What follows belongs to an exercise in optimizing a design on an open flow for small area; a production flow would make more cautious choices.

rev 12:
==> flow/design.v <==
module uart_rx #(parameter CLK_FREQ = 50000000, parameter BAUD_RATE = 9600)(
    input  wire       clk, rst_n, rx,
    output reg  [7:0] data,
    output wire       done
);
    localparam integer CLKS_PER_BIT = CLK_FREQ / BAUD_RATE;
    localparam integer HALF_BIT = CLKS_PER_BIT / 2;
    localparam IDLE=0, START=1, DATA=2, STOP=3;
    reg       rx_sync, rx_reg;
    reg [1:0] state;
    reg [5:0] cnt;
    reg [2:0] bit_index;
    wire last = (cnt == CLKS_PER_BIT-1);
    assign done = (state == STOP) && last;
    always @(posedge clk) begin
        rx_sync <= rx;
        rx_reg  <= rx_sync;
    end
    always @(posedge clk) begin
        if (state == DATA && last) data <= {rx_reg, data[7:1]};
    end
    always @(posedge clk or negedge rst_n) begin
        if (!rst_n) begin
            state <= IDLE;
            bit_index <= 0;
        end else begin
            case (state)
                IDLE:  if (!rx_reg) state <= START;
                START: if (cnt == HALF_BIT) state <= rx_reg ? IDLE : DATA;
                DATA:  if (last) begin
                           bit_index <= bit_index + 1;
                           if (bit_index == 7) state <= STOP;
                       end
                STOP:  if (last) state <= IDLE;
            endcase
        end
    end
    always @(posedge clk) begin
        if (state == IDLE || (state == START && cnt == HALF_BIT) || last) cnt <= 0;
        else cnt <= cnt + 1;
    end
endmodule
module uart_tx #(parameter CLK_FREQ = 50000000, parameter BAUD_RATE = 9600)(
    input  wire       clk, rst_n,
    output wire       tx,
    input  wire [7:0] data,
    input  wire       start,
    output wire       idle
);
    localparam integer CLKS_PER_BIT = CLK_FREQ / BAUD_RATE;
    reg [5:0] cnt;
    reg [3:0] bit_index;    
    wire last = (cnt == CLKS_PER_BIT-1);
    assign idle = (bit_index == 10);
    assign tx = !(bit_index == 1 || (bit_index >= 2 && bit_index <= 9 && !data[bit_index-2]));
    always @(posedge clk or negedge rst_n) begin
        if (!rst_n) bit_index <= 10;
        else if (start) bit_index <= 15;
        else if (bit_index == 15) bit_index <= 0;
        else if (bit_index != 10 && last) bit_index <= bit_index + 1;
    end
    always @(posedge clk) begin
        if (bit_index == 15 || last) cnt <= 0;
        else cnt <= cnt + 1;
    end
endmodule
module uart_caesar_decoder (
    input  wire       clk,         
    input  wire       rst_n,       
    input  wire       uart_rx,     
    output wire       uart_tx,     
    output wire [3:0] leds         
);
    parameter CLK_FREQ  = 50000000;  
    parameter BAUD_RATE = 1000000;
    wire [7:0] rx_data;
    wire       rx_done;
    wire       tx_idle;
    reg  [7:0] tx_data;
    wire       issue;
    uart_rx #(.CLK_FREQ(CLK_FREQ), .BAUD_RATE(BAUD_RATE)) uart_receiver (
        .clk(clk), .rst_n(rst_n), .rx(uart_rx), .data(rx_data), .done(rx_done));
    uart_tx #(.CLK_FREQ(CLK_FREQ), .BAUD_RATE(BAUD_RATE)) uart_transmitter (
        .clk(clk), .rst_n(rst_n), .tx(uart_tx), .data(tx_data), .start(issue), .idle(tx_idle));
    localparam S_WAIT_SHIFT = 0;
    localparam S_WAIT_MSG   = 1;
    localparam S_DECODE     = 2;
    localparam S_SEND       = 3;
    reg  [1:0] state;
    reg        avail;         
    reg  [7:0] shift;
    reg  [6:0] msg_len;
    reg  [6:0] index;
    reg        overflow_flag;
    reg        active;        
    reg [21:0] blink;
    always @(posedge clk or negedge rst_n)
        if (!rst_n) blink <= 22'h3fffff;
        else        blink <= blink + 1;
    assign leds = active ? (4'b0001 << blink[21:20]) : 4'b0000;
    reg  [511:0] ring;
    wire         slot = (blink[5:0] == index[5:0]);
    wire [4:0] low   = rx_data[4:0];
    wire       alpha = (rx_data[7:6] == 2'b01) && (low != 0) && (low <= 26);
    wire [7:0] dec   = alpha ? (rx_data - shift + ((low <= shift) ? 8'd26 : 8'd0)) : rx_data;
    wire is_digit = (rx_data >= "0" && rx_data <= "9");
    wire newline  = (rx_data == 8'h0A);
    wire write = (state == S_WAIT_MSG) && avail && !newline && !index[6] && slot;
    wire take  = ((state == S_WAIT_SHIFT) && avail) ||
                 ((state == S_WAIT_MSG) && avail && (newline || index[6] || slot));
    assign issue = (state == S_SEND) && tx_idle;
    always @(posedge clk)
        ring <= {ring[503:0], write ? dec : ring[511:504]};
    always @(posedge clk or negedge rst_n) begin
        if (!rst_n) begin
            state  <= S_WAIT_SHIFT;
            avail  <= 0;
            active <= 0;
        end else begin
            active <= (state != S_WAIT_SHIFT);
            if (take) avail <= 0;
            else if (rx_done) avail <= 1;
            case (state)
                S_WAIT_SHIFT: if (avail) state <= S_WAIT_MSG;
                S_WAIT_MSG:   if (avail && newline) state <= S_DECODE;
                S_DECODE:     if (overflow_flag || index == msg_len) state <= S_SEND;
                S_SEND:       if (tx_idle && (overflow_flag ? index != 0 : index == msg_len))
                                  state <= S_WAIT_SHIFT;
            endcase
        end
    end
    always @(posedge clk) begin
        if (rx_done && (state == S_DECODE || state == S_SEND || (state == S_WAIT_SHIFT && !avail)))
            shift <= is_digit ? {4'd0, rx_data[3:0]} : rx_data;
        case (state)
            S_WAIT_SHIFT: begin
                index <= 0;
                overflow_flag <= 0;
            end
            S_WAIT_MSG: begin
                if (avail) begin
                    if (newline) begin
                        msg_len <= index;
                        index <= 0;
                    end
                    else if (index[6]) overflow_flag <= 1;
                    else if (slot) index <= index + 1;
                end
            end
            S_DECODE: begin
                if (overflow_flag || index == msg_len) index <= 0;
                else index <= index + 1;
            end
            S_SEND: begin
                if (tx_idle) begin
                    if (overflow_flag) index <= 1;
                    else if (index != msg_len) index <= index + 1;
                end
            end
        endcase
        if (issue) begin
            if (overflow_flag) tx_data <= (index == 0) ? "!" : 8'h0A;
            else if (index == msg_len) tx_data <= 8'h0A;
        end else if (state == S_SEND && !overflow_flag && index != 0 && slot)
            tx_data <= ring[7:0];
    end
endmodule
Settings: LEC_CHECK=0, CAP_MARGIN=30, CORE_MARGIN=2, CORE_UTILIZATION=30, SLEW_MARGIN=20; clock period 20.0 ns.
standard.sh (not shown) runs the stock make flow with config.mk's settings and CLKGATE_MAP_FILE= SYNTH_SCRIPT=/design/flow/synth_recipe.tcl, a recipe that flattens the netlist after the stock synthesis.
==> flow/flow/run.sh <==
#!/bin/bash
# Own layout flow: the standard synthesis, then the combinational logic is
# re-mapped with a stronger ABC script (every register instance is kept as
# it is), then the standard layout with custom clock-tree options.
set -euo pipefail
W=$(pwd)
F=$W/flow
R=$W/orfs/results/$FLOW_PLATFORM/uart_caesar_decoder/base
PLAT=$FLOW_HOME/platforms/$FLOW_PLATFORM
LIB=$PLAT/lib/sky130_fd_sc_hd__tt_025C_1v80.lib

# 1. standard synthesis
bash standard.sh synth > $W/log_1_synth.log 2>&1

# 2. re-map the combinational logic; flip-flops stay as they are
cp $R/1_2_yosys.v $W/std_1_2_yosys.v
DU=$(sed -n '/DONT_USE_CELLS/,/^$/p' $PLAT/config.mk | grep -o 'sky130_fd_sc_hd__[a-z0-9_]*' | sed 's/^/-dont_use /' | tr '\n' ' ')
yosys -l $W/log_2_resyn.log -p "
read_liberty -ignore_miss_func $LIB
blackbox sky130_fd_sc_hd__df* sky130_fd_sc_hd__edf* sky130_fd_sc_hd__sdf* sky130_fd_sc_hd__dl*
read_verilog $W/std_1_2_yosys.v
hierarchy -top $FLOW_TOP
flatten
opt -purge
abc -liberty $LIB $DU -script $F/resyn.abc
opt_clean -purge
hilomap -singleton -hicell sky130_fd_sc_hd__conb_1 HI -locell sky130_fd_sc_hd__conb_1 LO
opt_clean -purge
tee -o $W/resyn_stat.txt stat -liberty $LIB
write_verilog -noattr -nohex -nodec $W/resyn_1_2_yosys.v
" > /dev/null
cp $W/resyn_1_2_yosys.v $R/1_2_yosys.v
rm -f $R/1_synth.odb $R/1_synth.sdc

# 3. layout
export CTS_ARGS="-sink_clustering_enable -repair_clock_nets -sink_clustering_size 30 -sink_clustering_max_diameter 100 -dont_use_dummy_load"
if [[ -f $F/cts_args ]]; then export CTS_ARGS="$(cat $F/cts_args)"; fi
if [[ -f $F/extra_env ]]; then set -a; source $F/extra_env; set +a; fi
bash standard.sh finish > $W/log_3_layout.log 2>&1
==> flow/flow/cts_args <==
-sink_clustering_enable -repair_clock_nets -sink_clustering_size 22 -sink_clustering_max_diameter 60 -dont_use_dummy_load -buf_list sky130_fd_sc_hd__clkbuf_8
==> flow/flow/resyn.abc <==
strash
dc2
dch -f
amap -m
topo
Rev 12: full flow OK, the timing, design-rule and antenna checks passed
The inputs of rev 13 differ from those of rev 12 as listed below.
--- a/flow/design.v
+++ b/flow/design.v
@@ -4,40 +4,32 @@
     output wire       done
 );
     localparam integer CLKS_PER_BIT = CLK_FREQ / BAUD_RATE;
     localparam integer HALF_BIT = CLKS_PER_BIT / 2;
-    localparam IDLE=0, START=1, DATA=2, STOP=3;
     reg       rx_sync, rx_reg;
-    reg [1:0] state;
+    reg [3:0] state;
     reg [5:0] cnt;
-    reg [2:0] bit_index;
     wire last = (cnt == CLKS_PER_BIT-1);
-    assign done = (state == STOP) && last;
+    assign done = (state == 15) && last;
     always @(posedge clk) begin
         rx_sync <= rx;
         rx_reg  <= rx_sync;
     end
     always @(posedge clk) begin
-        if (state == DATA && last) data <= {rx_reg, data[7:1]};
+        if (state >= 7 && state <= 14 && last) data <= {rx_reg, data[7:1]};
     end
     always @(posedge clk or negedge rst_n) begin
-        if (!rst_n) begin
-            state <= IDLE;
-            bit_index <= 0;
-        end else begin
-            case (state)
-                IDLE:  if (!rx_reg) state <= START;
-                START: if (cnt == HALF_BIT) state <= rx_reg ? IDLE : DATA;
-                DATA:  if (last) begin
-                           bit_index <= bit_index + 1;
-                           if (bit_index == 7) state <= STOP;
-                       end
-                STOP:  if (last) state <= IDLE;
-            endcase
+        if (!rst_n) state <= 0;
+        else if (state == 0) begin
+            if (!rx_reg) state <= 6;
+        end else if (last) begin
+            if (state == 6 && rx_reg) state <= 0;
+            else state <= state + 1;
         end
     end
     always @(posedge clk) begin
-        if (state == IDLE || (state == START && cnt == HALF_BIT) || last) cnt <= 0;
+        if (state == 0) cnt <= CLKS_PER_BIT-1 - HALF_BIT;
+        else if (last) cnt <= 0;
         else cnt <= cnt + 1;
     end
 endmodule
 module uart_tx #(parameter CLK_FREQ = 50000000, parameter BAUD_RATE = 9600)(
@@ -47,21 +39,21 @@
     input  wire       start,
     output wire       idle
 );
     localparam integer CLKS_PER_BIT = CLK_FREQ / BAUD_RATE;
+    reg [3:0] state;
     reg [5:0] cnt;
-    reg [3:0] bit_index;    
     wire last = (cnt == CLKS_PER_BIT-1);
-    assign idle = (bit_index == 10);
-    assign tx = !(bit_index == 1 || (bit_index >= 2 && bit_index <= 9 && !data[bit_index-2]));
+    assign idle = (state == 0);
+    assign tx = state[3] ? data[state[2:0]] : (state != 7);
     always @(posedge clk or negedge rst_n) begin
-        if (!rst_n) bit_index <= 10;
-        else if (start) bit_index <= 15;
-        else if (bit_index == 15) bit_index <= 0;
-        else if (bit_index != 10 && last) bit_index <= bit_index + 1;
+        if (!rst_n) state <= 0;
+        else if (start) state <= 6;
+        else if (state != 0 && last) state <= state + 1;
     end
     always @(posedge clk) begin
-        if (bit_index == 15 || last) cnt <= 0;
+        if (start) cnt <= 6'h3f;
+        else if (last) cnt <= 0;
         else cnt <= cnt + 1;
     end
 endmodule
 module uart_caesar_decoder (
[summary]
From rev 12 to rev 13 the numbers moved as follows: vertical extent of the die ~0 delta, number of logic stages on the critical path including buffering +2, maximum fanout along the worst path -1, share of cell area taken by multi-input logic gates +0.20 points, maximum frequency from static timing analysis -about 4%. Rev 13 vs. rev 12: routed wire length down 0.48%; mean number of vias per cell moved up; area of the die went up by 0.38%. Rev 13 against rev 12; first-iteration DRC count is down by a little under 10%. Delta (rev 13 minus rev 12): number of sinks driven by the clock tree barely changed, setup slack dropped 0.26 ns, final hold slack dropped 0.0080 ns.
No functional check of the RTL was part of any run of this note.

## what the ideal ports hide
In the flow no input, the clock included, has a driving cell. The finished layouts below were timed again as built, in two steps. Step 1, drivers: a clkbuf_16 drives clk and a buf_2 each remaining input, both assumed. Step 2 also shifts input and output timing later by t, the mid clock arrival at the registers, as if the neighbouring blocks saw the same clock. a / b / c = ideal ports / drivers / drivers and shift; a / b = the first two.
run | t, ns | slack for setup (ns) | latest minus earliest clock arrival (ns) | worst data-port slew with drivers (ns) | cell pins on the clock port's net
rev 12 | 0.589 | 13.637 / 13.588 / 14.177 | 0.100 / 0.100 | 0.03 | 1
rev 13 | 0.570 | 13.375 / 13.328 / 13.898 | 0.078 / 0.078 | 0.03 | 1
After both steps setup and hold are still met in every run listed.
